What follows belongs to an exercise in optimizing a design on an open flow for small area and a short achievable clock period; a production flow would make more cautious choices. Where RTL was checked, it was by simulation tests only, not by an equivalence proof against the original. Power is estimated from default activity; no workload was simulated.

job 102:
==> flow/design.v (excerpt) <==
module ula(
    input clk14,			 
	 input reset,			 
    input [15:0] a,		 
    input [7:0] din,		 
	 output [7:0] dout,	 
    input mreq_n,			 
    input iorq_n,			 
    input rd_n,			 
    input wr_n,			 
	 input rfsh_n,			 
	 output clkcpu,		 
	 output msk_int_n,	 
    output [13:0] va,	  
	 input [7:0] vramdout, 
	 output [7:0] vramdin, 
    output vramoe,		 
    output vramcs,		  
    output vramwe,		 
    input ear,				   
    output mic,			    
    output spk,            
	 output [7:0] kbrows,    
    input [4:0] kbcolumns,	 
    output r,				
    output g,				 
    output b,				 
    output i,				 
	 output [7:0] rgbulaplus,	 
	 output ulaplus_enabled,	 
    output csync,			
    output hsync,
    output vsync
    );
For scale: roughly 2,100 cells after synthesis, ~660 flip-flops, about 110 I/O pins, roughly 28,000 um2 of cells after synthesis.
==> flow/config.mk <==
export PLATFORM = sky130hd
export DESIGN_NAME = ula
export DESIGN_NICKNAME = ula
export VERILOG_FILES = /design/flow/design.v
export SDC_FILE = /design/flow/constraint.sdc
export NUM_CORES = 4
export LEC_CHECK = 0
export CAP_MARGIN = 20
export CORE_MARGIN = 2
export CORE_UTILIZATION = 40
export PLACE_DENSITY = 0.6
export SETUP_SLACK_MARGIN = 4.6
export SLEW_MARGIN = 20
export SYNTH_HIERARCHICAL = 1
export SYNTH_MINIMUM_KEEP_SIZE = 0
export TNS_END_PERCENT = 100
==> flow/constraint.sdc <==
create_clock -name core_clock -period 10.0 [get_ports {clk14}]
set_input_delay 2.0000 -clock core_clock [delete_from_list [all_inputs] [get_ports {clk14}]]
set_output_delay 2.0000 -clock core_clock [all_outputs]
set_load 0.01 [all_outputs]
standard.sh (not shown) runs the stock make flow with config.mk's settings and CLKGATE_MAP_FILE= SYNTH_SCRIPT=/design/flow/synth_recipe.tcl, a recipe that flattens the netlist after the stock synthesis.
==> flow/flow/run.sh <==
#!/bin/bash
# Layout flow: the standard flow (standard.sh, ORFS) with three changes
# made through ORFS's own variables:
#  - ports are buffered with sky130_fd_sc_hd__buf_1 rather than the delay
#    buffer buffer_ports picks by default;
#  - clock tree synthesis uses clkbuf_16 sink clusters and no dummy loads;
#  - everything else as in the standard flow (synthesis unchanged).
# Each step's full output goes to a log file in this folder.
set -euo pipefail
export BUFFER_PORTS_ARGS="-buffer_cell sky130_fd_sc_hd__buf_1"
export CTS_ARGS="-sink_clustering_enable -repair_clock_nets -dont_use_dummy_load -buf_list sky130_fd_sc_hd__clkbuf_16 -sink_clustering_size 24 -sink_clustering_max_diameter 70"
bash standard.sh synth > synth.log 2>&1
bash standard.sh floorplan > floorplan.log 2>&1
bash standard.sh place > place.log 2>&1
bash standard.sh cts > cts.log 2>&1
bash standard.sh route > route.log 2>&1
bash standard.sh finish > finish.log 2>&1
The following lists how job 104 was set up differently from job 102:
-- flow/design.v --
<<< job 102, line 279
	end
	wire addrreg_wr = clk7_rise && addrportsel && !wr_n;
	wire next_from_din = addrreg_wr && !fetchslot_next;
	wire [5:0] ra = next_from_din ? din[5:0] : paletteaddr_reg;
	wire [7:0] ra_hi = 8'b1 << ra[5:3];
>>> job 104, line 279
	end
	wire addrreg_wr = clk7_rise && addrportsel && !wr_n;
	reg din_may_be_next;
	always @(posedge clk14)
		if (reset)
			din_may_be_next <= 1;
		else
			din_may_be_next <= clk7 && !fetchslot_next2;
	wire next_from_din = din_may_be_next && addrportsel && !wr_n;
	wire [5:0] ra = next_from_din ? din[5:0] : paletteaddr_reg;
	wire [7:0] ra_hi = 8'b1 << ra[5:3];
<<< job 102, line 288
	wire [7:0] palettefirst;	 
	reg [7:0] palettedout;
	wire palette_useread = !palette_bypass && !reset;
	wire [7:0] palette_other = palette_bypass ? din : palettefirst;
	always @(posedge clk14)
		palettedout <= palette_useread ? paletteread : palette_other;
	ram64bytes palette (
		.clk(clk14),
>>> job 104, line 294
	wire [7:0] palettefirst;	 
	reg [7:0] palettedout;
	always @(posedge clk14)
		palettedout <= palette_bypass ? din : reset ? palettefirst : paletteread;
	ram64bytes palette (
		.clk(clk14),
<<< job 102, line 442
	output [7:0] dout
	);
	wire [7:0] kb = {1'b1,ear,1'b1,kbcolumns};
	wire [7:0] tmx = {6'b000000,timex,1'b0};
	genvar k;
	generate
		for (k = 0; k < 8; k = k + 1) begin : dbit
			ula_dout_bit m (
				.a15(a[15]), .a14(a[14]), .a7(a[7]), .a6(a[6]), .a5(a[5]), .a4(a[4]),
				.a3(a[3]), .a2(a[2]), .a1(a[1]), .a0(a[0]),
				.mreq_n(mreq_n), .iorq_n(iorq_n), .rd_n(rd_n),
				.vram(vramdout[k]), .kb(kb[k]), .tmx(tmx[k]), .addrreg(addrreg[k]),
				.data(data_dout[k]), .idle(idle_dout[k]),
				.dout(dout[k])
				);
		end
	endgenerate
endmodule
module ula_dout_bit(
	input a15, input a14, input a7, input a6, input a5, input a4,
	input a3, input a2, input a1, input a0,
	input mreq_n,
	input iorq_n,
	input rd_n,
	input vram,		 
	input kb,		 
	input tmx,		 
	input addrreg,	 
	input data,		 
	input idle,		 
	output dout
	);
	wire s_vram = !a15 && a14 && !mreq_n && !rd_n;	 
	wire ulap = a14 ? data : addrreg;	 
	wire io1 = (a7 && a6 && a5 && a4 && a3 && a2 && a1) ? tmx :	 
	           (!a2 && !a7 && !a6 && a15) ? ulap : idle;	 
	wire io = a0 ? io1 : kb;	 
	wire cpu = (!iorq_n && !rd_n) ? io : idle;
	assign dout = s_vram ? vram : cpu;
endmodule
>>> job 104, line 446
	output [7:0] dout
	);
	wire s_vram = !a[15] && a[14] && !mreq_n && !rd_n;	 
	wire [7:0] ulap_dout = a[14] ? data_dout : addrreg;	 
	wire [7:0] io1_dout = (a[7:1]==7'h7F) ? {6'b000000,timex,1'b0} :	 
	                      (!a[2] && a[7:6]==2'b00 && a[15]) ? ulap_dout : idle_dout;	 
	wire [7:0] io_dout = a[0] ? io1_dout : {1'b1,ear,1'b1,kbcolumns};	 
	wire [7:0] cpu_dout = (!iorq_n && !rd_n) ? io_dout : idle_dout;
	assign dout = s_vram ? vramdout : cpu_dout;
endmodule
## What came out
Job 104 finished every stage and its layout cleared the timing, design-rule and antenna checks. In job 104, the non-filler instance count after layout came out 73 below the value in job 102. Job 104 -> job 102: number of input and output port buffers inserted delta 0, exact match. Delta (job 104 minus job 102): clock latency of the later-clocked register in the worst-skew pair went up 0.02 ns, post-route minimum period went down 0.086 ns. [compare] base=job 102 new=job 104: critical path's largest stage delay lost 0.06 ns, design area went down 1.7%. Relative to job 102, total power of the final layout has decreased by about 0.55% in job 104. Job 104 reports a lower count of plain and timing-repair buffers in the layout than job 102 does. Total leakage power: job 104 < job 102.
No functional check of the RTL was part of any run of this note.


ula, a different RTL version from the one above (not shown whole).
==> module ula_dout, before the edit <==
module ula_dout(
	input [15:0] a,
	input mreq_n,
	input iorq_n,
	input rd_n,
	input [7:0] vramdout,
	input ear,
	input [4:0] kbcolumns,
	input timex,
	input [7:0] addrreg,
	input [7:0] data_dout,
	input [7:0] idle_dout,
	output [7:0] dout
	);
	wire s_vram = !a[15] && a[14] && !mreq_n && !rd_n;	 
	wire io_rd = !iorq_n && !rd_n;
	wire s_kb = io_rd && !a[0] && !s_vram;	 
	wire s_tmx = io_rd && (a[7:0]==8'hFF) && !s_vram;	 
	wire s_ulap = io_rd && a[0] && !a[2] && (a[7:6]==2'b00) && a[15];	 
	wire s_addr = s_ulap && !a[14];
	wire s_data = s_ulap && a[14];
	wire s_idle = !s_vram && !(io_rd && (!a[0] || (&a[7:1]) || (!a[2] && a[7:6]==2'b00 && a[15])));
	assign dout = ({8{s_vram}} & vramdout) |
	              ({8{s_kb}} & {1'b1,ear,1'b1,kbcolumns}) |
	              ({8{s_tmx}} & {6'b000000,timex,1'b0}) |
	              ({8{s_addr}} & addrreg) |
	              ({8{s_data}} & data_dout) |
	              ({8{s_idle}} & idle_dout);
endmodule
==> flow/config.mk <==
export PLATFORM = sky130hd
export DESIGN_NAME = ula
export DESIGN_NICKNAME = ula
export VERILOG_FILES = /design/flow/design.v
export SDC_FILE = /design/flow/constraint.sdc
export NUM_CORES = 4
export LEC_CHECK = 0
export CAP_MARGIN = 20
export CORE_MARGIN = 2
export CORE_UTILIZATION = 40
export PLACE_DENSITY = 0.6
export SETUP_SLACK_MARGIN = 4.6
export SLEW_MARGIN = 20
export SYNTH_HIERARCHICAL = 1
export SYNTH_MINIMUM_KEEP_SIZE = 0
export TNS_END_PERCENT = 100
==> flow/constraint.sdc <==
create_clock -name core_clock -period 10.0 [get_ports {clk14}]
set_input_delay 2.0000 -clock core_clock [delete_from_list [all_inputs] [get_ports {clk14}]]
set_output_delay 2.0000 -clock core_clock [all_outputs]
set_load 0.01 [all_outputs]
Scripts as last shown in full above: flow/flow/run.sh
Change:
--- a/flow/design.v
+++ b/flow/design.v
@@ -436,20 +436,13 @@
 	input [7:0] addrreg,
 	input [7:0] data_dout,
 	input [7:0] idle_dout,
 	output [7:0] dout
 	);
 	wire s_vram = !a[15] && a[14] && !mreq_n && !rd_n;	 
-	wire io_rd = !iorq_n && !rd_n;
-	wire s_kb = io_rd && !a[0] && !s_vram;	 
-	wire s_tmx = io_rd && (a[7:0]==8'hFF) && !s_vram;	 
-	wire s_ulap = io_rd && a[0] && !a[2] && (a[7:6]==2'b00) && a[15];	 
-	wire s_addr = s_ulap && !a[14];
-	wire s_data = s_ulap && a[14];
-	wire s_idle = !s_vram && !(io_rd && (!a[0] || (&a[7:1]) || (!a[2] && a[7:6]==2'b00 && a[15])));
-	assign dout = ({8{s_vram}} & vramdout) |
-	              ({8{s_kb}} & {1'b1,ear,1'b1,kbcolumns}) |
-	              ({8{s_tmx}} & {6'b000000,timex,1'b0}) |
-	              ({8{s_addr}} & addrreg) |
-	              ({8{s_data}} & data_dout) |
-	              ({8{s_idle}} & idle_dout);
+	wire [7:0] ulap_dout = a[14] ? data_dout : addrreg;	 
+	wire [7:0] io1_dout = (a[7:1]==7'h7F) ? {6'b000000,timex,1'b0} :	 
+	                      (!a[2] && a[7:6]==2'b00 && a[15]) ? ulap_dout : idle_dout;	 
+	wire [7:0] io_dout = a[0] ? io1_dout : {1'b1,ear,1'b1,kbcolumns};	 
+	wire [7:0] cpu_dout = (!iorq_n && !rd_n) ? io_dout : idle_dout;
+	assign dout = s_vram ? vramdout : cpu_dout;
 endmodule
Sequential power barely changes.
Final area rose by 0.65%.
Register-to-register slack gets worse by 0.02 ns.
Critical path depth rose by 9.
Clock-buffer cell count stays the same.
Total power is about the same.
Synthesized cell count rose by about 1.8%.
Wire length fell by about 0.9%.
Via count rose by 1.6%.
Combinational power rose by about 3%.
Setup slack gets better by 0.058 ns.
The RTL of the second run of this note was laid out without a check of its function.

re-timing with driven ports:
How much do the figures lean on ideal ports? The routed layouts below were timed once more, with nothing changed but the port constraints. Step 1, drivers: a clkbuf_16 drives clk14 and a buf_2 each remaining input, both assumed. Step 2 moves the port delays by t, midway between the first and last clock arrival at a register: inputs arrive t later, outputs are due t later. That takes back most of the time a late clock gives input paths. a / b / c = no drivers / after step 1 / after step 2; a / b = the first two.
run	t, ns	setup slack, ns	worst setup path at the end	slew at the worst register clock pin (ns)	cell pins on the clock port's net
job 102	0.613	4.578 / 4.584 / 4.003	input to register	0.10 / 0.10	1
job 104	0.627	4.664 / 4.643 / 4.074	input to register	0.09 / 0.09	1
the first run of note 2	0.623	4.519 / 4.465 / 4.039	input to register	0.10 / 0.10	1
the second run of note 2	0.633	4.577 / 4.613 / 3.980	input to register	0.10 / 0.10	1
After both steps every run listed still meets setup and hold. For the second run of note 2, which loses most, drivers alone change the setup slack by +0.036 ns; drivers and shift together by -0.597 ns.
